From an optimization exercise on the open Yosys and OpenROAD flow, aimed at small area, a short achievable clock period and few clock cycles; shortcuts taken in it are not production practice. No run shown here included a check of the RTL's function; only the layout flow was run. Power figures rest on the tool's default switching activity, not on a simulated workload.

`flow/flow/run.sh`:
```
#!/bin/bash
# The standard layout, with two changes: ports are buffered with buf_1 cells
# (instead of the clkdlybuf4s50_1 that buffer_ports picks by default), and
# the resizer may change a cell's footprint when it sizes cells up or down.
set -euo pipefail
bash standard.sh MATCH_CELL_FOOTPRINT=0 "BUFFER_PORTS_ARGS=-buffer_cell sky130_fd_sc_hd__buf_1" finish > flow_make.log 2>&1
```
`flow/standard.sh`:
```
#!/bin/bash
# synth_recipe.tcl (not shown) runs the flow's synth.tcl, then flattens the netlist and writes it again
# the make line also repeats each setting of config.mk as NAME=value (left out here)
make -C /OpenROAD-flow-scripts/flow DESIGN_CONFIG=/design/flow/config.mk WORK_HOME=/design/flow/orfs CLKGATE_MAP_FILE= SYNTH_SCRIPT=/design/flow/synth_recipe.tcl "${@:-finish}"
```
`flow/config.mk`:
```
export PLATFORM = sky130hd
export DESIGN_NAME = proc
export DESIGN_NICKNAME = proc
export VERILOG_FILES = /design/flow/design.v
export SDC_FILE = /design/flow/constraint.sdc
export NUM_CORES = 4
export LEC_CHECK = 0
export ABC_AREA = 1
export CAP_MARGIN = 20
export CORE_MARGIN = 2
export CORE_UTILIZATION = 60
export SETUP_SLACK_MARGIN = 4
export SLEW_MARGIN = 20
```
`flow/constraint.sdc`:
```
create_clock -name core_clock -period 10.0 [get_ports {clk}]
set_input_delay 2.0000 -clock core_clock [delete_from_list [all_inputs] [get_ports {clk}]]
set_output_delay 2.0000 -clock core_clock [all_outputs]
set_load 0.01 [all_outputs]
```
`flow/design.v`:
```
module cla16 (
  input  [15:0] a,
  input  [15:0] b,
  input         ci,
  output [15:0] s,
  output        co);
  wire [15:0] g0 = a & b;
  wire [15:0] p0 = a ^ b;
  wire [15:0] g1, p1, g2, p2, g3, p3, g4, p4;
  genvar i;
  generate for (i = 0; i < 16; i = i + 1) begin : pfx
    if (i % 2 == 1) begin : l1
      assign g1[i] = g0[i] | (p0[i] & g0[i - 1]);
      assign p1[i] = p0[i] & p0[i - 1];
    end else begin : l1n
      assign g1[i] = g0[i]; assign p1[i] = p0[i];
    end
    if (i % 4 >= 2) begin : l2
      assign g2[i] = g1[i] | (p1[i] & g1[(i / 4) * 4 + 1]);
      assign p2[i] = p1[i] & p1[(i / 4) * 4 + 1];
    end else begin : l2n
      assign g2[i] = g1[i]; assign p2[i] = p1[i];
    end
    if (i % 8 >= 4) begin : l3
      assign g3[i] = g2[i] | (p2[i] & g2[(i / 8) * 8 + 3]);
      assign p3[i] = p2[i] & p2[(i / 8) * 8 + 3];
    end else begin : l3n
      assign g3[i] = g2[i]; assign p3[i] = p2[i];
    end
    if (i >= 8) begin : l4
      assign g4[i] = g3[i] | (p3[i] & g3[7]);
      assign p4[i] = p3[i] & p3[7];
    end else begin : l4n
      assign g4[i] = g3[i]; assign p4[i] = p3[i];
    end
  end endgenerate
  wire [16:0] c = {g4 | (p4 & {16{ci}}), ci};
  assign s  = p0 ^ c[15:0];
  assign co = c[16];
endmodule
module proc (
  input         clk,
  input         rst,
  output [15:0] imem_addr,
  input  [15:0] imem_rdata,
  input         imem_ready,
  output [15:0] dmem_addr,
  output [15:0] dmem_wdata,
  output        dmem_rd,
  output        dmem_wr,
  input  [15:0] dmem_rdata,
  input         dmem_ready,
  output        halt);
  localparam [15:0] NOP = 16'h0800;
  reg [15:0] ir;           
  reg [15:0] pc2;          
  reg [15:0] x, y;         
  reg [15:0] rt;           
  reg e_inv;               
  reg e_redir;             
  reg e_ld, e_st, e_halt;
  reg [15:0] r0, r1, r2, r3, r4, r5, r6, r7;
  wire [4:0] op = ir[15:11];
  wire [1:0] fn = ir[1:0];
  wire op_jal   = (op == 5'b00110);
  wire op_jalr  = (op == 5'b00111);
  wire op_addi  = (op == 5'b01000);
  wire op_subi  = (op == 5'b01001);
  wire op_xori  = (op == 5'b01010);
  wire op_andni = (op == 5'b01011);
  wire op_slbi  = (op == 5'b10010);
  wire op_stu   = (op == 5'b10011);
  wire op_shi   = (op[4:2] == 3'b101);
  wire op_lbi   = (op == 5'b11000);
  wire op_btr   = (op == 5'b11001);
  wire op_shr   = (op == 5'b11010);
  wire op_ar    = (op == 5'b11011);
  wire op_set   = (op[4:2] == 3'b111);
  wire [16:0] sum;
  cla16 add (.a(x), .b(y), .ci(e_inv), .s(sum[15:0]), .co(sum[16]));
  wire [3:0] cnt  = y[3:0];
  wire [1:0] sk   = op_shr ? fn : op[1:0];         
  wire [3:0] lamt = sk[1] ? (4'd0 - cnt) : cnt;
  wire [31:0] dbl = {x, x} << lamt;
  wire [15:0] rot = dbl[31:16];
  wire [15:0] mask_l = 16'hffff << cnt;
  wire [15:0] mask_r = 16'hffff >> cnt;
  wire [15:0] smask = ~sk[0] ? 16'hffff : sk[1] ? mask_r : mask_l;
  wire [15:0] shres = rot & smask;
  wire [15:0] xr = x ^ y;
  wire ovf = ~(y[15] ^ x[15]) & (sum[15] ^ y[15]);
  wire ge  = ~(sum[15] ^ ovf);                     
  reg setbit;
  always @* begin
    case (op[1:0])
      2'b00: setbit = ~|xr;                        
      2'b01: setbit = ge & ~&xr;                   
      2'b10: setbit = ge;                          
      default: setbit = sum[16];                   
    endcase
  end
  wire [15:0] btr;
  genvar g;
  generate for (g = 0; g < 16; g = g + 1) begin : rev
    assign btr[g] = x[15 - g];
  end endgenerate
  wire arith = op_addi | op_subi | (op_ar & ~fn[1]) | op_stu;
  wire lxor  = op_xori | (op_ar & fn == 2'b10);
  wire landn = op_andni | (op_ar & fn == 2'b11);
  wire shf   = op_shi | op_shr;
  wire link  = op_jal | op_jalr;
  wire [15:0] res =
      ({16{arith}}   & sum[15:0])
    | ({16{lxor}}    & xr)
    | ({16{landn}}   & (x & ~y))
    | ({16{shf}}     & shres)
    | ({16{op_set}}  & {15'b0, setbit})
    | ({16{op_btr}}  & btr)
    | ({16{op_lbi}}  & y)
    | ({16{op_slbi}} & {x[7:0], ir[7:0]})
    | ({16{link}}    & pc2)
    | ({16{e_ld}}    & dmem_rdata);
  assign dmem_addr  = {sum[15:1], 1'b0};
  assign dmem_wdata = rt;
  assign dmem_rd    = e_ld & ~sum[0];
  assign dmem_wr    = e_st & ~sum[0];
  wire stop = e_halt | ((e_ld | e_st) & sum[0]);
  wire hold = stop | ((dmem_rd | dmem_wr) & ~dmem_ready);
  assign halt = stop;
  wire wr = arith | lxor | landn | shf | op_set | op_btr | op_lbi | op_slbi | link | e_ld;
  wire [2:0] wsel = link ? 3'd7
                  : (op_lbi | op_slbi | op_stu) ? ir[10:8]
                  : (op_ar | op_shr | op_set | op_btr) ? ir[4:2]
                  : ir[7:5];
  wire we = wr & ~hold;
  always @(posedge clk) begin
    if (we && wsel == 3'd0) r0 <= res;
    if (we && wsel == 3'd1) r1 <= res;
    if (we && wsel == 3'd2) r2 <= res;
    if (we && wsel == 3'd3) r3 <= res;
    if (we && wsel == 3'd4) r4 <= res;
    if (we && wsel == 3'd5) r5 <= res;
    if (we && wsel == 3'd6) r6 <= res;
    if (we && wsel == 3'd7) r7 <= res;
  end
  wire [15:0] nxt = e_redir ? sum[15:0] : pc2;
  wire [15:0] nxt2 = nxt + 16'd2;
  assign imem_addr = {nxt[15:1], 1'b0};
  wire [15:0] fi = imem_ready ? imem_rdata : NOP;
  wire [4:0] fo = fi[15:11];
  function [15:0] rsel;
    input [2:0] s;
    input [15:0] a0, a1, a2, a3, a4, a5, a6, a7;
    case (s)
      3'd0: rsel = a0; 3'd1: rsel = a1; 3'd2: rsel = a2; 3'd3: rsel = a3;
      3'd4: rsel = a4; 3'd5: rsel = a5; 3'd6: rsel = a6; default: rsel = a7;
    endcase
  endfunction
  wire [15:0] rfa = rsel(imem_rdata[10:8], r0, r1, r2, r3, r4, r5, r6, r7);
  wire [15:0] rfb = rsel(imem_rdata[7:5],  r0, r1, r2, r3, r4, r5, r6, r7);
  wire [15:0] rsb = (wr && wsel == imem_rdata[10:8]) ? res : rfa;
  wire [15:0] rtb = (wr && wsel == imem_rdata[7:5])  ? res : rfb;
  wire f_j     = (fo == 5'b00100) | (fo == 5'b00110);           
  wire f_jr    = (fo == 5'b00101) | (fo == 5'b00111);           
  wire f_br    = (fo[4:2] == 3'b011);
  wire f_pcrel = f_br | f_j;
  wire f_rfmt  = (fo == 5'b11011) | (fo == 5'b11010) | (fo[4:2] == 3'b111);
  wire f_inv   = (fo == 5'b01001) | (fo == 5'b11011 && fi[1:0] == 2'b01)
               | (fo == 5'b11101) | (fo == 5'b11110);
  wire f_imm8  = f_br | f_jr | (fo == 5'b11000);                 
  wire f_zx5   = (fo == 5'b01010) | (fo == 5'b01011);           
  wire [15:0] f_imm = f_j    ? {{5{fi[10]}}, fi[10:0]}
                    : f_imm8 ? {{8{fi[7]}}, fi[7:0]}
                    : {{11{fi[4] & ~f_zx5}}, fi[4:0]};
  wire f_cond  = fo[1] ? (rsb[15] ^ fo[0]) : ((rsb == 16'b0) ^ fo[0]);
  always @(posedge clk) begin
    if (!hold) begin
      x  <= f_pcrel ? nxt2 : (rsb ^ {16{f_inv}});
      y  <= f_rfmt ? rtb : f_imm;
      rt <= rtb;
    end
    if (rst) begin
      ir  <= NOP;
      pc2 <= 16'h0000;
      {e_inv, e_redir, e_ld, e_st, e_halt} <= 5'b0;
    end else if (!hold) begin
      ir      <= fi;
      pc2     <= imem_ready ? nxt2 : nxt;
      e_inv   <= f_inv;
      e_redir <= f_j | f_jr | (f_br & f_cond);
      e_ld    <= (fo == 5'b10001);
      e_st    <= (fo == 5'b10000) | (fo == 5'b10011);
      e_halt  <= (fo == 5'b00000);
    end
  end
endmodule
```
==> results of run 1 <==
==> metal layers <==
layer	up-vias	wire length, um
li1	6276	-
met1	6336	19800
met2	970	20800
met3	148	5910
met4	0	2030
met5	-	0
==> cell usage after synthesis, types with 9 or more instances <==
| cell | number |
|---|---|
| nand2_1 | 398 |
| inv_1 | 258 |
| edfxtp_1 | 176 |
| nand3_1 | 169 |
| nor2_1 | 114 |
| a21oi_1 | 106 |
| o21ai_0 | 89 |
| o22ai_1 | 77 |
| clkbuf_1 | 46 |
| dfxtp_1 | 37 |
| ha_1 | 37 |
| o211ai_1 | 34 |
| nand4_1 | 23 |
| xor2_1 | 23 |
| buf_4 | 20 |
| a221oi_1 | 15 |
| nand2_2 | 14 |
| nand3_2 | 13 |
| buf_2 | 11 |
| mux2_2 | 11 |
| nor3_1 | 11 |
| o221ai_1 | 10 |
| a31oi_1 | 9 |
==> worst max path at each step <==
stage,start,to,slack [ps]
after global routing,y[0]$_DFFE_PN_,imem_addr[12],4010
after CTS,y[0]$_DFFE_PN_,imem_addr[12],4100
after detailed placement,y[0]$_DFFE_PN_,imem_addr[12],4670
final,y[0]$_DFFE_PN_,imem_addr[12],4280
after global placement,dmem_ready,r3[10]$_DFFE_PP_,4720
after floorplan,y[0]$_DFFE_PN_,imem_addr[12],5420
==> worst max-delay path: stages, from the launching register on <==
cell	delay, ps
edfxtp_1	610
inv_1	320
ha_1	400
nor2_1	180
nand2_1	90
nor2_2	270
nand2_1	120
nand3_1	170
nand3_1	120
nand3_1	110
and2_1	220
nand2_1	70
o21ai_1	290
buf_1	200
==> layout make-up <==
class | count | area [sq um] | area share, %
Tap cell | 319 | 399 | 2.58
Clock inverter | 10 | 100 | 0.648
Sequential cell | 213 | 6030 | 39.0
Inverter | 267 | 1000 | 6.50
Timing Repair Buffer | 101 | 443 | 2.87
Multi-Input combinational cell | 1244 | 6790 | 43.9
Clock buffer | 33 | 687 | 4.45
==> power groups by stage <==
stage | Clock (mW) | Combinational [mW] | Sequential [mW]
detailed placement | 0 | 1.94 | 1.46
CTS | 0.865 | 1.95 | 1.44
finish | 0.867 | 2.03 | 1.45
global route | 0.902 | 2.20 | 1.46
floorplan | 0 | 1.38 | 1.38
global placement | 0 | 1.94 | 1.46
==> cell families (layout without fill, tap and decap cells) <==
| kind of cell | count (synthesis) | in the layout |
|---|---|---|
| AOI/OAI and AO/OA | 382 | 382 |
| buffers and inverters | 355 | 411 |
| DFF | 213 | 213 |
| adders and majority gates | 38 | 38 |
| other | 1 | 2 |
| xor gates and xnor gates | 33 | 33 |
| and+or+nand+nor | 776 | 776 |
| muxes | 13 | 13 |
==> per-stage QoR <==
step | util, % | setup slack, ps
floorplan | - | 5420
detailed placement | 62.5 | 4670
CTS | 65.9 | 4100
global route | 66.0 | 4010
finish | 66.0 | 4280
global placement | 62.5 | 4720
==> summary.md, run 1 <==
| Metric | Value |
|---|---|
| Fin. Hold Viols | 0 |
| Combinational family with the most area after synthesis | simple AND/OR/NAND/NOR gates |
| Reg-to-reg slack, setup | 4920 ps |
| GRT met2 Usage | 58.5% |
| Share of post-route cells with drive strength above 1 | 6.42% |
| Gr busiest metal | met2 |
| Total track usage | 38.6% |
| CTS tree | built |
| Largest area contributor in the netlist | edfxtp_1 |
| Design Area, Final | about 0.015 sq mm |
| Clock Latency Late Sink | 550 ps |
| Psw | 2.02 mW |
| Leak Pwr | about 6.6 nW |
| First-pass GRT wire length | a little over 70 mm |
| Fin nets | 1925 |
| Via count | roughly 14000 |
| Postcts setup bufs | 0 |
| Final GP Congestion | roughly 1.1 |
| Die ar. | around 0.025 sq mm |
| I/O pin total | 87 |
| Crit path DAT | around 3700 ps |
| TNS Setup | 0 ps |
| HP Start | pc2[8]$_SDFFE_PP0N_ |
| Final Skew | 29.4 ps |
| Asr flop ratio synth | 0% |
| Die Y | 158 um |
| Critical Path RT | 8000 ps |
| Root Buffer | clkbuf_16 |
| Max_cap viols | 0 |
| Total CTS buffers | 24 |
| Synth Area in Compound Gates | about 16% |
| Worst Path Max Fanout | 14 |
| Area delta synth->final | 8.32% |
| Post-Syn Area per Cell | 7.87 sq um |
| Starting density of the core | 60.9% |
| # clock sinks | 213 |
| EDFF count, synth | 176 |
| #FFs+latches synth | 213 |
| Die width | 158 um |
| Setup CP Type | reg2out |
| Layout Cells excl Fill | 2187 |
| Reg power frac | 33.4% |
| Sw Share | 46.4% |
| Ranking of synthesized cells by area | edfxtp_1 37%, nand2_1 10%, inv_1 6.8%, nand3_1 5.9%, dfxtp_1 5.2% |
| Largest net degree at the start of global routing | 88 |
| Num rows | 56 |
| Sequential share of the synthesized area | about 42% |
| Post-Syn Instances | 1811 |
| Vias per cell | ~6.3 |
| Post-synthesis mux area share | under 10% |
| IO buf count | 84 |
| First drt pass iteration count | 6 |
| Worst R2R Path Depth | 11 |
| Hold Path End | pc2[8]$_SDFFE_PP0N_ |
| Least-Margin Pin Slew | 1190 ps |
| Fillers | 2056 |
| Synthesis Warnings | 1 |
| Gate power share | 46.7% |
| Simple-gate share of the synthesized area | 24.4% |
| Post-synthesis instance area | 0.0143 sq mm |
| Longest Clk Path Bufs | 3 |
| Post-Synth Adder-Cell Area | 3.39% |
| Worst setup SP type | register |
| Int Power | 2.33 mW |
| Library cells used by synthesis | 60 |
| GR Util met3 | under 10% |
| Drt drc | 0 |
| Most common cell after layout, fill and taps aside | nand2_1 |
| Worst Setup End Kind | output pin |
| WL/cell | 22.2 um |
| Final setup fails | 0 |
| PnR Total Power | 4.35 mW |
| Final min period | 5720 ps |
| Core Box Area | 0.0234 sq mm |
| H-tree levels | 1 |
| CTS Hold Bufs | 0 |
| Number of routed nets with antenna violations | 0 |
| Number of global-route vias before repair | 12500 |
| Pwr/cell area | 282 mW/mm^2 |
| Clk slew on worst S/H paths | 60 ps |
| DR iter-0 viols | 1841 |
| GRT overflow | 0 |
| RSZ-0062 raised after global routing | no |
| WHS Path Cells | 2 |
| # diodes | 0 |
| Worst Hold Class | reg2reg |
| Synth Area in XOR/XNOR | between 2 and 2.5% |
| Reg2reg end | r3[1]$_DFFE_PP_ |
| Power share of the clock group | 19.9% |
| Tcrit/Tclk final | 57.2% |
| Hold WS | 462 ps |
| Max_slew headroom | 20.8% |
| GR Util met1 | 55.3% |
| Initial antenna violation count | 0 |
| Fmax | 175 MHz |
| Final WL | 48.5 mm |
| Post_cts resized | 0 |
| Top cell type's share of synthesized area | between 30% and 40% |
| Placed cells | 2141 |
| Max VDD drop | approximately 0.29 mV |
| Slew Limit Fails | 0 |
| Top_reg_cell synth | edfxtp_1 |
| DP Area | 0.0146 sq mm |
| Worst r2r src | y[0]$_DFFE_PN_ |
| Post-DP HPWL | 35.9 mm |
| Most frequent cells in the layout | 398 x nand2_1, 258 x inv_1, 176 x edfxtp_1, 169 x nand3_1, 113 x nor2_1 |
| Status | complete, no violations |
==> run 2, diff against run 1 <==
--- a/flow/design.v
+++ b/flow/design.v
@@ -52,7 +52,9 @@
   input         dmem_ready,
   output        halt);
   localparam [15:0] NOP = 16'h0800;
-  reg [15:0] ir;           
+  reg [4:0] op;            
+  reg [1:0] fn;            
+  reg [2:0] wsel;          
   reg [15:0] pc2;          
   reg [15:0] x, y;         
   reg [15:0] rt;           
@@ -60,8 +62,6 @@
   reg e_redir;             
   reg e_ld, e_st, e_halt;
   reg [15:0] r0, r1, r2, r3, r4, r5, r6, r7;
-  wire [4:0] op = ir[15:11];
-  wire [1:0] fn = ir[1:0];
   wire op_jal   = (op == 5'b00110);
   wire op_jalr  = (op == 5'b00111);
   wire op_addi  = (op == 5'b01000);
@@ -117,7 +117,7 @@
     | ({16{op_set}}  & {15'b0, setbit})
     | ({16{op_btr}}  & btr)
     | ({16{op_lbi}}  & y)
-    | ({16{op_slbi}} & {x[7:0], ir[7:0]})
+    | ({16{op_slbi}} & {x[7:0], y[7:0]})
     | ({16{link}}    & pc2)
     | ({16{e_ld}}    & dmem_rdata);
   assign dmem_addr  = {sum[15:1], 1'b0};
@@ -128,10 +128,6 @@
   wire hold = stop | ((dmem_rd | dmem_wr) & ~dmem_ready);
   assign halt = stop;
   wire wr = arith | lxor | landn | shf | op_set | op_btr | op_lbi | op_slbi | link | e_ld;
-  wire [2:0] wsel = link ? 3'd7
-                  : (op_lbi | op_slbi | op_stu) ? ir[10:8]
-                  : (op_ar | op_shr | op_set | op_btr) ? ir[4:2]
-                  : ir[7:5];
   wire we = wr & ~hold;
   always @(posedge clk) begin
     if (we && wsel == 3'd0) r0 <= res;
@@ -169,9 +165,15 @@
                | (fo == 5'b11101) | (fo == 5'b11110);
   wire f_imm8  = f_br | f_jr | (fo == 5'b11000);                 
   wire f_zx5   = (fo == 5'b01010) | (fo == 5'b01011);           
+  wire f_slbi  = (fo == 5'b10010);                                
   wire [15:0] f_imm = f_j    ? {{5{fi[10]}}, fi[10:0]}
                     : f_imm8 ? {{8{fi[7]}}, fi[7:0]}
+                    : f_slbi ? {8'b0, fi[7:0]}
                     : {{11{fi[4] & ~f_zx5}}, fi[4:0]};
+  wire [2:0] f_wsel = (fo == 5'b00110 || fo == 5'b00111) ? 3'd7               
+                    : (fo == 5'b11000 || fo == 5'b10010 || fo == 5'b10011) ? fi[10:8]   
+                    : (fo[4:3] == 2'b11) ? fi[4:2]                              
+                    : fi[7:5];
   wire f_cond  = fo[1] ? (rsb[15] ^ fo[0]) : ((rsb == 16'b0) ^ fo[0]);
   always @(posedge clk) begin
     if (!hold) begin
@@ -180,11 +182,13 @@
       rt <= rtb;
     end
     if (rst) begin
-      ir  <= NOP;
+      op  <= NOP[15:11];
       pc2 <= 16'h0000;
       {e_inv, e_redir, e_ld, e_st, e_halt} <= 5'b0;
     end else if (!hold) begin
-      ir      <= fi;
+      op      <= fo;
+      fn      <= fi[1:0];
+      wsel    <= f_wsel;
       pc2     <= imem_ready ? nxt2 : nxt;
       e_inv   <= f_inv;
       e_redir <= f_j | f_jr | (f_br & f_cond);
==> summary.md, run 2 <==
| Metric | Value |
|---|---|
| Status | complete, no violations |
| GR Util met3 | 7.20% |
| Area of the multi-input gates | ~0.0065 sq mm |
| Die ar. | 0.0245 sq mm |
| Post-synth top cells | 396 x nand2_1, 263 x inv_1, 181 x edfxtp_1 |
| # diodes | 0 |
| Post-Syn Instances | 1766 |
| Clk slew on worst S/H paths | 70 ps |
| Vias per cell | 6.30 |
| Largest net degree at the start of global routing | between 70 and 80 |
| Fin nets | 1888 |
| Leak Pwr | 6.51 nW |
| Fillers | 1952 |
| Root Buffer | clkbuf_16 |
| EDFF count, synth | between 150 and 200 |
| Worst Setup End Kind | output pin |
| Total CTS buffers | 22 |
| Die Y | about 160 um |
| Design Area, Final | around 0.015 sq mm |
| Crit path buf inv count | 2 |
| GRT met2 Usage | 54.5% |
| Setup ws final | 4380 ps |
| Num rows | 55 |
| Final Skew | 16.1 ps |
| Longest Clk Path Bufs | 3 |
| First drt pass iteration count | 6 |
| Max_cap viols | 0 |
| Cell family with most CP delay | simple AND/OR/NAND/NOR gates |
| Number of routed nets with antenna violations | 0 |
| Setup CP Type | reg2out |
| DP Worst Slack | 4560 ps |
| Register area | 0.00596 sq mm |
| Number of global-route vias before repair | about 12000 |
| Pwr/cell area | 206 mW/mm^2 |
| Worst Path Max Fanout | 17 |
| WL/cell | 22.0 um |
| RSZ-0062 raised after global routing | no |
| Post-synthesis instance area | 0.0139 sq mm |
| Final GP Congestion | 0.990 |
| Worst Hold Class | reg2reg |
| Critical Path RT | 8000 ps |
| CTS Hold Bufs | 0 |
| Top_reg_cell synth | edfxtp_1 |
| Share of post-route cells with drive strength above 1 | 6.12% |
| Via count | roughly 13000 |
| IO buf count | 84 |
| Area delta synth->final | 8.53% |
| I/O pin total | 87 |
| Fmax | ~180 MHz |
| Crit-path cells | inv_1 -> ha_1 -> nor2_1 -> nand2_1 -> nor2_2 -> nand2_1 -> nand3_2 -> nand2_1 -> nand3_1 -> and2_1 -> nand2_1 -> o21ai_1 -> buf_1 |
| Hold WS | 469 ps |
| Gr busiest metal | met1 |
| Die width | 156 um |
| Critical path's largest stage delay | 730 ps |
| TNS Setup | 0 ps |
| Tcrit/Tclk final | a little under three fifths |
| DR iter-0 viols | 2067 |
| Worst setup SP type | register |
| Fin. Hold Viols | 0 |
| Count leader, synth | nand2_1 |
| Starting density of the core | 61.4% |
| Most common cell after layout, fill and taps aside | nand2_1 |
| Crit path DAT | 3620 ps |
| Reg-to-reg slack, setup | 4800 ps |
| CTS tree | built |
| # clock sinks | 207 |
| GR Util met1 | 56.6% |
| Drt drc | 0 |
| PnR Total Power | 3.12 mW |
| Sequential share of the synthesized area | 42.7% |
| CP max stage cell | edfxtp_1 |
| Final WL | 46.4 mm |
| Final setup fails | 0 |
| Final min period | approximately 5600 ps |
| Core Box Area | 0.0227 sq mm |
| Max VDD drop | 0.158 mV |
| Total track usage | 37.9% |
| Clock Latency Late Sink | 510 ps |
| GRT overflow | 0 |
| Most used cell, CP | nand2_1 |
| First-pass GRT wire length | 69.4 mm |
| Max_slew headroom | a little under a quarter |
| Post-Syn Area per Cell | 7.89 sq um |
| Asr flop ratio synth | 0% |
| H-tree levels | 1 |
| Post-DP HPWL | 35.0 mm |
| Most frequent cells in the layout | 396 x nand2_1, 263 x inv_1, 181 x edfxtp_1, 164 x nand3_1, 109 x nor2_1 |
| Initial antenna violation count | 0 |
| Library cells used by synthesis | 59 |
| Largest area contributor in the netlist | edfxtp_1 |
| Ranking of synthesized cells by area | edfxtp_1 39%, nand2_1 11%, inv_1 7.1%, nand3_1 5.9%, dfxtp_1 3.7% |
| #FFs+latches synth | 207 |
| Least-Margin Pin Slew | 1140 ps |
| Top cell type's share of synthesized area | 39.0% |
| DP Area | 0.0143 sq mm |
| Synthesis Warnings | 1 |
| Slew Limit Fails | 0 |
==> run 2: area by class of cell <==
type	instances	area share, %
multi-input combinational	1204	43.1
clock buffer	24	3.83
inverter	274	6.83
sequential	207	39.4
clock inverter	15	1.32
tap	285	2.36
timing repair buffer	105	3.18
==> run 2: per-layer routing <==
metal	share of wire [%]	vias up
met5	0	-
met4	4.3	0
met3	13	121
met2	41	944
met1	41	6140
li1	-	6113
==> run 2: kinds of logic after synthesis <==
logic type	synth area share, %
other	0.0269
DFF	42.7
and+or+nand+nor	23.4
muxes	1.39
AOI/OAI and AO/OA	16.0
adders and majority gates	3.47
buffers and inverters	10.6
xor gates and xnor gates	2.47
==> run 2: path summary, 6_finish.rpt <==
kind / endpoint / start / cells past startpoint
worst max-delay path: imem_addr[12] / y[0]$_DFFE_PN_ / 13
worst min-delay path: pc2[15]$_SDFFE_PP0N_ / pc2[15]$_SDFFE_PP0N_ / 2
worst min register to register: pc2[15]$_SDFFE_PP0N_ / pc2[15]$_SDFFE_PP0N_ / 2
worst max register to register: r6[8]$_DFFE_PP_ / y[0]$_DFFE_PN_ / 10
==> run 2: timing repair <==
| item | CTS | global route |
|---|---|---|
| buffers inserted | 0 | 3 |
| endpoints found under the setup margin | 0 | 9 |
| gates resized for setup | 0 | 0 |
==> run 2: tightest hold or removal path, delay by kind of cell, from the launching register on <==
family          cells  cell delay (ps)
compound gates      1               60
flops               1              310
simple gates        1               60
==> run 2: power by group <==
part	leakage (nW)	total, mW	switching [mW]	internal, mW
Sequential	1.97	1.17	0.104	1.07
Combinational	4.17	1.07	0.764	0.302
Clock	0.375	0.884	0.339	0.545
==> run 2: stage by stage <==
stage	utilization, %	cells
2_1_floorplan	-	1767
3_3_place_gp	63.0	2071
3_5_place_dp	63.0	2071
4_1_cts	66.4	2110
5_1_grt	66.6	2114
6_report	66.6	2114

-- what the ideal ports hide --
No port has a modelled driver above. Below, the same layouts with a new extraction and two added sets of constraints. Step 1 sets driving cells, clkbuf_16 on the clock port and buf_2 on the other inputs (assumed; they add their load-dependent delay and slew). Step 2 adds t to the input delays and takes it off the output delays; t is the mean of the earliest and latest rising clock arrival at the registers after step 1. Input paths then give back, and output paths get back, about the clock's delay inside the block. Slacks: no drivers / after step 1 / after step 2; pairs: no drivers / after step 1.
run | t (ns) | setup slack, ns | slew at the worst register clock pin (ns) | worst data-port slew with drivers (ns)
run 1 | 0.587 | 4.277 / 4.225 / 4.579 | 0.06 / 0.06 | 0.05
run 2 | 0.556 | 4.381 / 4.331 / 4.528 | 0.07 / 0.07 | 0.03
After both steps every run listed still meets setup and hold.
